This is an optimization exercise on Yosys and OpenROAD, whose aim is small area, a short achievable clock period and few clock cycles, not a production implementation. Where RTL was checked, it was by simulation tests only, not by an equivalence proof against the original.

// Mips_Top
module Mips_Top (
  input     wire              CLK,
  input     wire              RST,
  output    wire    [31:0]    PC,
  input     wire    [31:0]    Instr,
  output    wire    [31:0]    DataAddr,
  output    wire    [31:0]    WriteData,
  output    wire              MemWrite,
  input     wire    [31:0]    ReadData);
  localparam [5:0] OP_R    = 6'b000000;
  localparam [5:0] OP_ADDI = 6'b001000;
  localparam [5:0] OP_LW   = 6'b100011;
  localparam [5:0] OP_SW   = 6'b101011;
  localparam [5:0] OP_BEQ  = 6'b000100;
  localparam [5:0] OP_J    = 6'b000010;
  localparam [2:0] ALU_ADD = 3'd0;
  localparam [2:0] ALU_SUB = 3'd1;
  localparam [2:0] ALU_AND = 3'd2;
  localparam [2:0] ALU_OR  = 3'd3;
  localparam [2:0] ALU_SLT = 3'd4;
  localparam [2:0] ALU_MUL = 3'd5;
  reg  [31:0] pc_q;
  reg         e_valid;
  reg         e_we, e_lw, e_sw, e_beq, e_mul, e_imm;
  reg  [2:0]  e_op;
  reg  [4:0]  e_dst;
  reg  [15:0] e_immv;
  reg  [31:0] e_A, e_B;
  reg         e_fam, e_faw, e_fbm, e_fbw;    
  reg         m_valid;
  reg         m_we, m_lw, m_mul;
  reg  [4:0]  m_dst;
  reg  [31:0] m_alu, m_c;
  reg  [15:0] m_ah;
  reg  [16:0] m_bh;
  reg  [31:0] da_q, wd_q;
  reg         mw_q;
  reg         w_valid;
  reg  [4:0]  w_dst;
  reg  [31:0] w_data;
  wire        m_wen;           
  wire [31:0] m_res;           
  wire [31:0] rf_rd1, rf_rd2;
  Register_File U_Register_File (
    .CLK(CLK), .RST(RST),
    .RA1(Instr[25:21]), .RA2(Instr[20:16]),
    .WE(m_wen), .WA(m_dst), .WD(m_res),
    .RD1(rf_rd1), .RD2(rf_rd2));
  wire [5:0]  f_op  = Instr[31:26];
  wire [4:0]  f_rs  = Instr[25:21];
  wire [4:0]  f_rt  = Instr[20:16];
  wire [4:0]  f_rd  = Instr[15:11];
  wire [5:0]  f_fn  = Instr[5:0];
  wire f_isr    = (f_op == OP_R);
  wire f_isaddi = (f_op == OP_ADDI);
  wire f_islw   = (f_op == OP_LW);
  wire f_issw   = (f_op == OP_SW);
  wire f_isbeq  = (f_op == OP_BEQ);
  wire f_isj    = (f_op == OP_J);
  ...
clock: 24.0 ns
lec_check: 0
cap_margin: 20
core_margin: 2
core_utilization: 40
cts_cluster_diameter: 100
cts_cluster_size: 25
slew_margin: 20
run.sh (not shown) runs the stock make flow with config.mk's settings and CLKGATE_MAP_FILE= SYNTH_SCRIPT=/design/flow/synth_recipe.tcl, a recipe that flattens the netlist after the stock synthesis.
Testbench counts at the start, summed over its fixed seeds: cycles 35,985.
Then changed:
--- a/flow/design.v
+++ b/flow/design.v
@@ -1166,16 +1166,16 @@
     e_B    <= rf_rd2;
     e_fam  <= e_valid & e_we & ~e_lw & ~e_mul & (f_rs == e_dst);
     e_fbm  <= e_valid & e_we & ~e_lw & ~e_mul & (f_rt == e_dst);
     e_faw  <= m_wen & (f_rs == m_dst);
     e_fbw  <= m_wen & (f_rt == m_dst);
     m_we   <= e_we;
     m_dst  <= e_dst;
     m_c    <= mul_c;
     m_ah   <= srcA[15:0];
-    m_bh   <= rtv[31:15];
+    m_bh   <= srcB[31:15];      
     da_q   <= sum[31:0];
     wd_q   <= rtv;
     w_dst  <= m_dst;
     w_data <= m_res;
   end
 endmodule
Area after synthesis rose slightly. Count of clock-buffer cells in the layout drops by 2. Via count climbs slightly. Design area increases slightly. Worst setup slack gets worse by 0.042 ns. Utilization grows by 0.17 points. Routed wire length came out higher by a few percent.
Testbench counts after the change, summed over its fixed seeds: cycles 35,985.

* * *

== lane 1 ==
Mips_Top, a different RTL version from the one above (not shown whole).
For scale: about 6,300 cells after synthesis, about 1,400 flip-flops, roughly 160 I/O pins.
==> flow/config.mk <==
export PLATFORM = sky130hd
export DESIGN_NAME = Mips_Top
export DESIGN_NICKNAME = Mips_Top
export VERILOG_FILES = /design/flow/design.v
export SDC_FILE = /design/flow/constraint.sdc
export NUM_CORES = 8
export LEC_CHECK = 0
export CAP_MARGIN = 20
export CORE_MARGIN = 2
export CORE_UTILIZATION = 40
export CTS_CLUSTER_DIAMETER = 100
export CTS_CLUSTER_SIZE = 25
export SLEW_MARGIN = 20
==> flow/constraint.sdc <==
create_clock -name core_clock -period 24.0 [get_ports {CLK}]
set_input_delay 4.8000 -clock core_clock [delete_from_list [all_inputs] [get_ports {CLK}]]
set_output_delay 4.8000 -clock core_clock [all_outputs]
set_load 0.01 [all_outputs]
standard.sh (not shown) runs the stock make flow with config.mk's settings and CLKGATE_MAP_FILE= SYNTH_SCRIPT=/design/flow/synth_recipe.tcl, a recipe that flattens the netlist after the stock synthesis.
==> flow/flow/run.sh <==
#!/bin/bash
# The standard ORFS layout, with repair_timing asked for setup slack
# margin: the design is laid out and signed off at the design's clock and
# constraints, and the repair steps aim at a shorter achieved period.
set -euo pipefail
bash standard.sh SETUP_SLACK_MARGIN=17.9 finish > standard.log 2>&1
Lane 1 finished end to end and its layout was clean on timing, DRC and antenna.
Testbench counts of lane 1, summed over its fixed seeds: cycles 35,985.
For lane 2, these inputs were changed with respect to lane 1:
--- a/flow/design.v
+++ b/flow/design.v
@@ -3,32 +3,33 @@
   input  wire        RST,
   input  wire [4:0]  RA1,
   input  wire [4:0]  RA2,
   input  wire        WE,
   input  wire [4:0]  WA,
   input  wire [31:0] WD,
   output wire [31:0] RD1,
   output wire [31:0] RD2);
   reg  [31:0] rf [0:31];
   wire [31:0] wsel;
   wire [31:0] wen = wsel | {32{~RST}};    
+  wire [31:0] wd  = WD & {32{RST}};
   wire [31:0] sel1, sel2;
   reg  [31:0] rd1, rd2;
   integer k;
   genvar i;
   generate for (i = 0; i < 32; i = i + 1) begin : g_r
     assign wsel[i] = WE & (WA == i);
     assign sel1[i] = (RA1 == i);
     assign sel2[i] = (RA2 == i);
     always @(posedge CLK) begin
-      if (wen[i]) rf[i] <= WD;
+      if (wen[i]) rf[i] <= wd;
     end
   end endgenerate
   always @(*) begin
     rd1 = 32'd0;
     rd2 = 32'd0;
     for (k = 0; k < 32; k = k + 1) begin
       rd1 = rd1 | (rf[k] & {32{sel1[k]}});
       rd2 = rd2 | (rf[k] & {32{sel2[k]}});
     end
   end
   assign RD1 = rd1;
@@ -1188,70 +1189,68 @@
   wire [31:0] mul_s2, mul_c2;
   Mul_CSA2 U_Mul_CSA2 (.S(m_alu), .C(m_c), .A(m_ah), .B(m_bh), .S2(mul_s2), .C2(mul_c2));
   wire [31:0] mulres = mul_s2 + mul_c2;
   wire [31:0] m_res  = m_lw ? ReadData : (m_mul ? mulres : m_alu);
   wire        m_wen  = m_valid & m_we;
   assign PC        = pc_q;
   assign DataAddr  = da_q;
   assign WriteData = wd_q;
   assign MemWrite  = mw_q;
   wire [31:0] pc4   = pc_q + 32'd4;
   wire [29:0] f_btg   = {pc4[31:7], f_blo[4:0]};
-  wire        s_e  = RST & e_taken;
-  wire        s_h  = RST & ~e_taken & f_stall;
-  wire        s_j  = RST & ~e_taken & ~f_stall & f_isj;
-  wire        s_b  = RST & ~e_taken & ~f_stall & f_isbu;
-  wire        s_s  = RST & ~e_taken & ~f_stall & ~f_isj & ~f_isbu;
+  wire        s_e  = e_taken;
+  wire        s_h  = ~e_taken & f_stall;
+  wire        s_j  = ~e_taken & ~f_stall & f_isj;
+  wire        s_b  = ~e_taken & ~f_stall & f_isbu;
+  wire        s_s  = ~e_taken & ~f_stall & ~f_isj & ~f_isbu;
   wire [31:0] pc_n = ({32{s_e}} & {e_tgt, 2'b00}) |
                      ({32{s_h}} & pc_q) |
                      ({32{s_j}} & {pc4[31:28], Instr[25:0], 2'b00}) |
                      ({32{s_b}} & {f_btg, 2'b00}) |
                      ({32{s_s}} & pc4);
-  always @(posedge CLK) begin
-    pc_q <= pc_n;
+  always @(posedge CLK or negedge RST) begin
+    if (!RST) pc_q <= 32'd0;
+    else      pc_q <= pc_n;
   end
   always @(posedge CLK or negedge RST) begin
     if (!RST) begin
       e_valid <= 1'b0;
       m_valid <= 1'b0;
       w_valid <= 1'b0;
-      m_lw    <= 1'b0;
-      m_mul   <= 1'b0;
-      m_alu   <= 32'd0;
       mw_q    <= 1'b0;
     end else begin
       e_valid <= ~e_taken & ~f_stall & f_use_rs;
       m_valid <= e_valid;
       w_valid <= m_wen;
-      m_lw    <= e_lw;
-      m_mul   <= e_mul;
-      m_alu   <= alu;
       mw_q    <= e_valid & e_sw;
     end
   end
   always @(posedge CLK) begin
     e_we   <= f_isr | f_isaddi | f_islw;
     e_lw   <= f_islw;
     e_sw   <= f_issw;
     e_beq  <= f_isbc;
     e_mul  <= f_isr & (f_fn == 6'b011100);
     e_imm  <= f_isaddi | f_islw | f_issw;
     e_op   <= f_aluop;
     e_dst  <= f_isr ? f_rd : f_rt;
     e_immv <= Instr[15:0];
     e_A    <= rf_rd1;
     e_B    <= rf_rd2;
     e_fam  <= e_valid & e_we & ~e_lw & ~e_mul & (f_rs == e_dst);
     e_fbm  <= e_valid & e_we & ~e_lw & ~e_mul & (f_rt == e_dst);
     e_faw  <= m_wen & (f_rs == m_dst);
     e_fbw  <= m_wen & (f_rt == m_dst);
     m_we   <= e_we;
+    m_lw   <= e_lw;
+    m_mul  <= e_mul;
     m_dst  <= e_dst;
+    m_alu  <= alu;
     m_c    <= mul_c;
     m_ah   <= srcA[12:0];
-    m_bh   <= srcB[31:19];      
+    m_bh   <= rtv[31:19];
     da_q   <= sum[31:0];
     wd_q   <= rtv;
     w_dst  <= m_dst;
     w_data <= m_res;
   end
 endmodule
### Flow results
Every run in the comparison, lane 2 and lane 1, completed the flow with a clean layout. Per the comparison of lane 2 with lane 1, average size of a mapped cell saw little to no change; count of clock buffers in the final design saw a decrease; worst hold slack +0.0074 ns; number of iterations in the first detailed-routing pass increased by 1 relative to the old numbers. Against lane 1, post-cts repair resize count in lane 2 rose slightly. For maximum clock frequency, lane 1 and lane 2 come out practically identical. Lane 1 -> lane 2: synthesized area flat. Number of sequential cells, lane 2 and lane 1: smaller value in lane 2.
Function not checked in lane 2: the RTL went through the layout flow alone.

[afterwards: timing with drivers on the ports]
The flow's constraints put no driver on any port. The routed layouts listed below were extracted and timed again, unchanged, in two steps.
Step 1 assumes that a clkbuf_16 drives the clock port and a buf_2 every other input.
Step 2 adds t to the input delays and takes it off the output delays; t is the mean of the earliest and latest rising clock arrival at the registers after step 1. Input paths then give back, and output paths get back, about the clock's delay inside the block.
Three values: ideal ports, drivers, drivers and shift; two values: the first two.
run | t (ns) | setup slack, ns | hold WS [ns] | latest minus earliest clock arrival (ns) | worst slew at a driven data input, ns
the first run of note 1 | 0.808 | 16.409 / 16.464 / 15.656 | 0.373 / 0.373 / 0.373 | 0.055 / 0.055 | 0.08
the second run of note 1 | 0.831 | 16.367 / 16.420 / 15.590 | 0.355 / 0.355 / 0.355 | 0.064 / 0.063 | 0.10
lane 1 | 0.844 | 17.837 / 17.814 / 17.036 | 0.365 / 0.365 / 0.365 | 0.080 / 0.080 | 0.14
lane 2 | 0.837 | 17.830 / 17.744 / 17.021 | 0.373 / 0.373 / 0.373 | 0.070 / 0.070 | 0.12
After both steps every run listed still meets setup and hold. For lane 2, which loses most, drivers alone change the setup slack by -0.086 ns; drivers and shift together by -0.809 ns.
